Context: an optimization exercise on an open-source flow, tuned for small area, a short achievable clock period and few clock cycles per item. The choices shown serve that exercise and are no tape-out recipe.
The RTL was checked by simulation tests, not by an equivalence proof against the original design.
Power figures rest on the tool's default switching activity, not on a simulated workload.

## part4_mac
module part4_mac(clk, reset, a, b, f, valid_in, valid_out);
    input clk, reset, valid_in;
    input signed [13:0] a, b;
    output logic signed [27:0] f;
    output logic valid_out;
  logic [13:0] a_r;
  logic [6:0] neg_r, one_r, two_r;
  logic pp0_1;
  logic pp0_2;
  logic pp0_3;
  logic pp0_4;
  logic pp0_5;
  logic pp0_6;
  logic pp0_7;
  logic pp0_8;
  logic pp0_9;
  logic pp0_10;
  logic pp0_11;
  logic pp0_12;
  logic pp0_13;
  logic pp0_14;
  logic pp0_15;
  logic pp1_16;
  logic pp1_17;
  logic pp1_18;
  logic pp1_19;
  logic pp1_20;
  logic pp1_21;
  logic pp1_22;
  logic pp1_23;
  logic pp1_24;
  logic pp1_25;
  logic pp1_26;
  logic pp1_27;
  logic pp1_28;
  logic pp1_29;
  logic pp1_30;
  logic pp2_31;
  logic pp2_32;
  logic pp2_33;
  logic pp2_34;
  logic pp2_35;
  logic pp2_36;
  logic pp2_37;
  logic pp2_38;
  logic pp2_39;
  logic pp2_40;
  logic pp2_41;
  logic pp2_42;
  logic pp2_43;
  logic pp2_44;
  logic pp2_45;
  logic pp3_46;
  logic pp3_47;
  logic pp3_48;
  ...
export LEC_CHECK = 0
export CAP_MARGIN = 20
export CORE_MARGIN = 2
export CORE_UTILIZATION = 65
export CTS_BUF_LIST = sky130_fd_sc_hd__clkbuf_4 sky130_fd_sc_hd__clkbuf_8
export PLACE_DENSITY = 0.75
export SETUP_SLACK_MARGIN = 3.1
export SLEW_MARGIN = 20
export TNS_END_PERCENT = 10
create_clock -name core_clock -period 6.0 [get_ports {clk}]
standard.sh (not shown) runs the stock make flow with config.mk's settings and CLKGATE_MAP_FILE= SYNTH_SCRIPT=/design/flow/synth_recipe.tcl, a recipe that flattens the netlist after the stock synthesis.
==> flow/flow/run.sh <==
#!/bin/bash
# The standard layout, with one extra step between synthesis and
# floorplan: flow/bubble.py removes the inverters that Yosys's full-adder
# extraction leaves around full adders (a full adder is self-dual, so it can
# work on complemented inputs and give complemented outputs instead).
# Registers and the logic function are unchanged.
set -uo pipefail
R=$PWD/orfs/results/sky130hd/part4_mac/base
bash standard.sh synth > synth.log 2>&1 || exit 1
cp "$R/1_2_yosys.v" 1_2_yosys_standard.v
python3 flow/bubble.py 1_2_yosys_standard.v "$R/1_2_yosys.v" > bubble.log 2>&1 || exit 1
touch "$R/1_2_yosys.v"
bash standard.sh finish > standard.log 2>&1
Other scripts of this flow, unchanged in this note and not shown: flow/flow/bubble.py
Testbench counts at the start, summed over its fixed seeds: cycles 4,824, items 4,800.
Next try:
==> flow/flow/run.sh (replaced) <==
#!/bin/bash
# The standard layout, with two changes:
#  - one extra step between synthesis and floorplan: flow/bubble.py removes
#    the inverters that Yosys's full-adder extraction leaves around full
#    adders (a full adder is self-dual, so it can work on complemented inputs
#    and give complemented outputs instead). Registers and the logic
#    function are unchanged.
#  - the I/O ports are buffered with buf_2 cells instead of the default
#    delay-buffer cells.
set -uo pipefail
R=$PWD/orfs/results/sky130hd/part4_mac/base
P='BUFFER_PORTS_ARGS=-buffer_cell sky130_fd_sc_hd__buf_2'
bash standard.sh "$P" synth > synth.log 2>&1 || exit 1
cp "$R/1_2_yosys.v" 1_2_yosys_standard.v
python3 flow/bubble.py 1_2_yosys_standard.v "$R/1_2_yosys.v" > bubble.log 2>&1 || exit 1
touch "$R/1_2_yosys.v"
bash standard.sh "$P" finish > standard.log 2>&1
CAP_MARGIN = 0   (was 20)
GPL_ROUTABILITY_DRIVEN = 0   (was unset)
SLEW_MARGIN = 0   (was 20)
Result: Synthesized area does not change; critical path depth climbs by 1; hold slack improves by 0.015 ns; core utilization drops by 2.8 points; global-route usage is about the same; final cell count climbs by 0.39%; setup slack degrades by 0.036 ns; combinational power drops by about 4%; count of clock-buffer cells in the layout is unchanged; clock power drops by 3.5%.
Next try:
CAP_MARGIN = 20   (was 0)
CORE_UTILIZATION = 55   (was 65)
GPL_ROUTABILITY_DRIVEN = unset   (was 0)
PLACE_DENSITY = 0.7   (was 0.75)
SLEW_MARGIN = 20   (was 0)
Outcome: Hold slack got worse by 0.048 ns. Maximum frequency is lower by 1.2%. Routed wire length falls by about 3%. Die area grows by 18%.
Next try:
CORE_UTILIZATION = 65   (was 55)
GPL_ROUTABILITY_DRIVEN = 0   (was unset)
PLACE_DENSITY = 0.75   (was 0.7)
SETUP_SLACK_MARGIN = 3.0   (was 3.1)
After rerunning: The new run completed with no timing, DRC or antenna violations; core utilization grows by 11 points; fmax climbs by 2.0%; hold slack is better by 0.0047 ns; total power rises by about 6.5%; clock skew barely changes; setup slack improved by 0.065 ns; combinational power rises by about 8%; flip-flop and latch count stays the same; cell area rises by 1.1%.
Next try:
CTS_CLUSTER_DIAMETER = 150   (was unset)
CTS_CLUSTER_SIZE = 40   (was unset)
GPL_ROUTABILITY_DRIVEN = unset   (was 0)
SETUP_SLACK_MARGIN = 3.1   (was 3.0)
After rerunning: The changed run produced a clean layout. Clock power came out lower by a quarter to a third. Combinational power goes down by a few percent. Design area fell by a few percent. Sequential cell count does not change. Wire length fell by a few percent. Clock skew stays flat. Synthesized area stays the same. Core utilization falls by 1.6 points. Via count drops slightly. Clock-buffer cell count rises by 1.
Next try:
CORE_UTILIZATION = 60   (was 65)
CTS_CLUSTER_DIAMETER = unset   (was 150)
CTS_CLUSTER_SIZE = unset   (was 40)
GPL_ROUTABILITY_DRIVEN = 0   (was unset)
Register-to-register slack gets worse by 0.05 ns.
Design area is higher by 3.0%.
Worst setup slack gets worse by 0.045 ns.
Final cell count is higher by about 1.2%.
Die area is higher by 8.0%.
Clock power is higher by 15%.


part4_mac, a different RTL version from the one above (not shown whole).
For scale: ~730 cells after synthesis, roughly 60 I/O pins.
## part4_mac
module part4_mac(clk, reset, a, b, f, valid_in, valid_out);
    input clk, reset, valid_in;
    input signed [13:0] a, b;
    output logic signed [27:0] f;
    output logic valid_out;
  logic [13:0] a_r;
  logic [6:0] neg_r, one_r, two_r;
  logic pp0_1;
  logic pp0_2;
  logic pp0_3;
  logic pp0_4;
  logic pp0_5;
  logic pp0_6;
  logic pp0_7;
  logic pp0_8;
  logic pp0_9;
  logic pp0_10;
  logic pp0_11;
  logic pp0_12;
  logic pp0_13;
  logic pp0_14;
  logic pp0_15;
  logic pp1_16;
  logic pp1_17;
  logic pp1_18;
  logic pp1_19;
  logic pp1_20;
  logic pp1_21;
  logic pp1_22;
  logic pp1_23;
  logic pp1_24;
  logic pp1_25;
  logic pp1_26;
  logic pp1_27;
  logic pp1_28;
  logic pp1_29;
  logic pp1_30;
  logic pp2_31;
  logic pp2_32;
  logic pp2_33;
  logic pp2_34;
  logic pp2_35;
  logic pp2_36;
  logic pp2_37;
  logic pp2_38;
  logic pp2_39;
  logic pp2_40;
  logic pp2_41;
  logic pp2_42;
  logic pp2_43;
  logic pp2_44;
  logic pp2_45;
  logic pp3_46;
  logic pp3_47;
  logic pp3_48;
  logic pp3_49;
  logic pp3_50;
  logic pp3_51;
  logic pp3_52;
  logic pp3_53;
  logic pp3_54;
  logic pp3_55;
  logic pp3_56;
  logic pp3_57;
  logic pp3_58;
  logic pp3_59;
  logic pp3_60;
  logic pp4_61;
  logic pp4_62;
  logic pp4_63;
  logic pp4_64;
  logic pp4_65;
  logic pp4_66;
  logic pp4_67;
  logic pp4_68;
  logic pp4_69;
  logic pp4_70;
  logic pp4_71;
  logic pp4_72;
  logic pp4_73;
  logic pp4_74;
  logic pp4_75;
  logic pp5_76;
  logic pp5_77;
  logic pp5_78;
  logic pp5_79;
  logic pp5_80;
  logic pp5_81;
  logic pp5_82;
  logic pp5_83;
  logic pp5_84;
  logic pp5_85;
  logic pp5_86;
  logic pp5_87;
  logic pp5_88;
  logic pp5_89;
  logic pp5_90;
  logic pp6_91;
  logic pp6_92;
  logic pp6_93;
  logic pp6_94;
  logic pp6_95;
  logic pp6_96;
  logic pp6_97;
  logic pp6_98;
  logic pp6_99;
  logic pp6_100;
  logic pp6_101;
  ...
clock: 6.0 ns
lec_check: 0
cap_margin: 20
core_margin: 2
core_utilization: 65
cts_buf_list: sky130_fd_sc_hd__clkbuf_4 sky130_fd_sc_hd__clkbuf_8
place_density: 0.75
setup_slack_margin: 2.9
slew_margin: 20
tns_end_percent: 10
==> flow/flow/run.sh <==
#!/bin/bash
# The standard layout, with one extra step between synthesis and
# floorplan: flow/bubble.py removes the inverters that Yosys's full-adder
# extraction leaves around full adders (a full adder is self-dual, so it can
# work on complemented inputs and give complemented outputs instead).
# Registers and the logic function are unchanged.
set -uo pipefail
R=$PWD/orfs/results/sky130hd/part4_mac/base
bash standard.sh synth > synth.log 2>&1 || exit 1
cp "$R/1_2_yosys.v" 1_2_yosys_standard.v
python3 flow/bubble.py 1_2_yosys_standard.v "$R/1_2_yosys.v" > bubble.log 2>&1 || exit 1
touch "$R/1_2_yosys.v"
bash standard.sh finish > standard.log 2>&1
Other scripts of this flow, unchanged in this note and not shown: flow/flow/bubble.py
The baseline produced a clean layout.
Testbench counts at the start, summed over its fixed seeds: cycles 4,824, items 4,800.
Then changed:
- SETUP_SLACK_MARGIN: 2.9 -> 3.1
- TNS_END_PERCENT: 10 -> not set
Core utilization climbs by 4.5 points.
Fmax climbs by about 1.1%.
Worst setup slack is better by 0.036 ns.
Non-clock buffer count climbs by 50.
Combinational power climbs by about 6%.
Clock-buffer cell count is unchanged.
Final cell count climbs by 5.5%.
Die area does not change.
Then changed:
- SETUP_SLACK_MARGIN: 3.1 -> 3.3
- TNS_END_PERCENT: not set -> 10
What happened: Core utilization goes down by 0.81 points. Sequential share of layout area rises by 0.26 points. Power stays flat. Non-clock buffer count came out lower by 5. Flip-flop and latch count does not change. Cell count is lower by 0.51%. Count of clock-buffer cells in the layout falls by 3.
Then changed:
- CORE_UTILIZATION: 65 -> 40
- PLACE_DENSITY: 0.75 -> not set
- SETUP_SLACK_MARGIN: 3.3 -> 3.1
- TNS_END_PERCENT: 10 -> not set
Sequential share of layout area fell by 1.0 points.
Area after synthesis does not change.
Final cell count went up by roughly a tenth.
First-iteration DRC count goes down by well over a third.

## separate check: timing with driven ports
No port has a modelled driver above. Below, the same layouts with a new extraction and two added sets of constraints.
Step 1: set_driving_cell puts a clkbuf_16 on clk and a buf_2 on each other input, an assumption about the parent block.
Step 2, shift: input delay + t, output delay - t, t = (earliest + latest rising clock arrival at the registers) / 2. This alone moves slack from input paths to output paths.
Three values: ideal ports, drivers, drivers and shift; two values: the first two.
run	t, ns	slack for setup (ns)	slew at the worst register clock pin (ns)	worst slew at a driven data input, ns
the first run of note 1	0.483	2.843 / 2.843 / 2.843	0.08 / 0.08	0.04
the second run of note 1	0.479	2.806 / 2.806 / 2.806	0.08 / 0.08	0.03
the third run of note 1	0.473	2.767 / 2.767 / 2.767	0.08 / 0.08	0.03
the fourth run of note 1	0.489	2.832 / 2.832 / 2.832	0.08 / 0.08	0.03
the fifth run of note 1	0.476	2.808 / 2.808 / 2.808	0.07 / 0.07	0.04
the sixth run of note 1	0.492	2.763 / 2.763 / 2.763	0.08 / 0.08	0.03
the first run of note 2	0.482	2.764 / 2.764 / 2.764	0.07 / 0.07	0.03
the second run of note 2	0.475	2.800 / 2.800 / 2.800	0.08 / 0.08	0.05
the third run of note 2	0.488	2.762 / 2.762 / 2.762	0.08 / 0.08	0.04
the fourth run of note 2	0.487	2.780 / 2.780 / 2.780	0.08 / 0.08	0.03
After both steps every run listed still meets setup and hold.
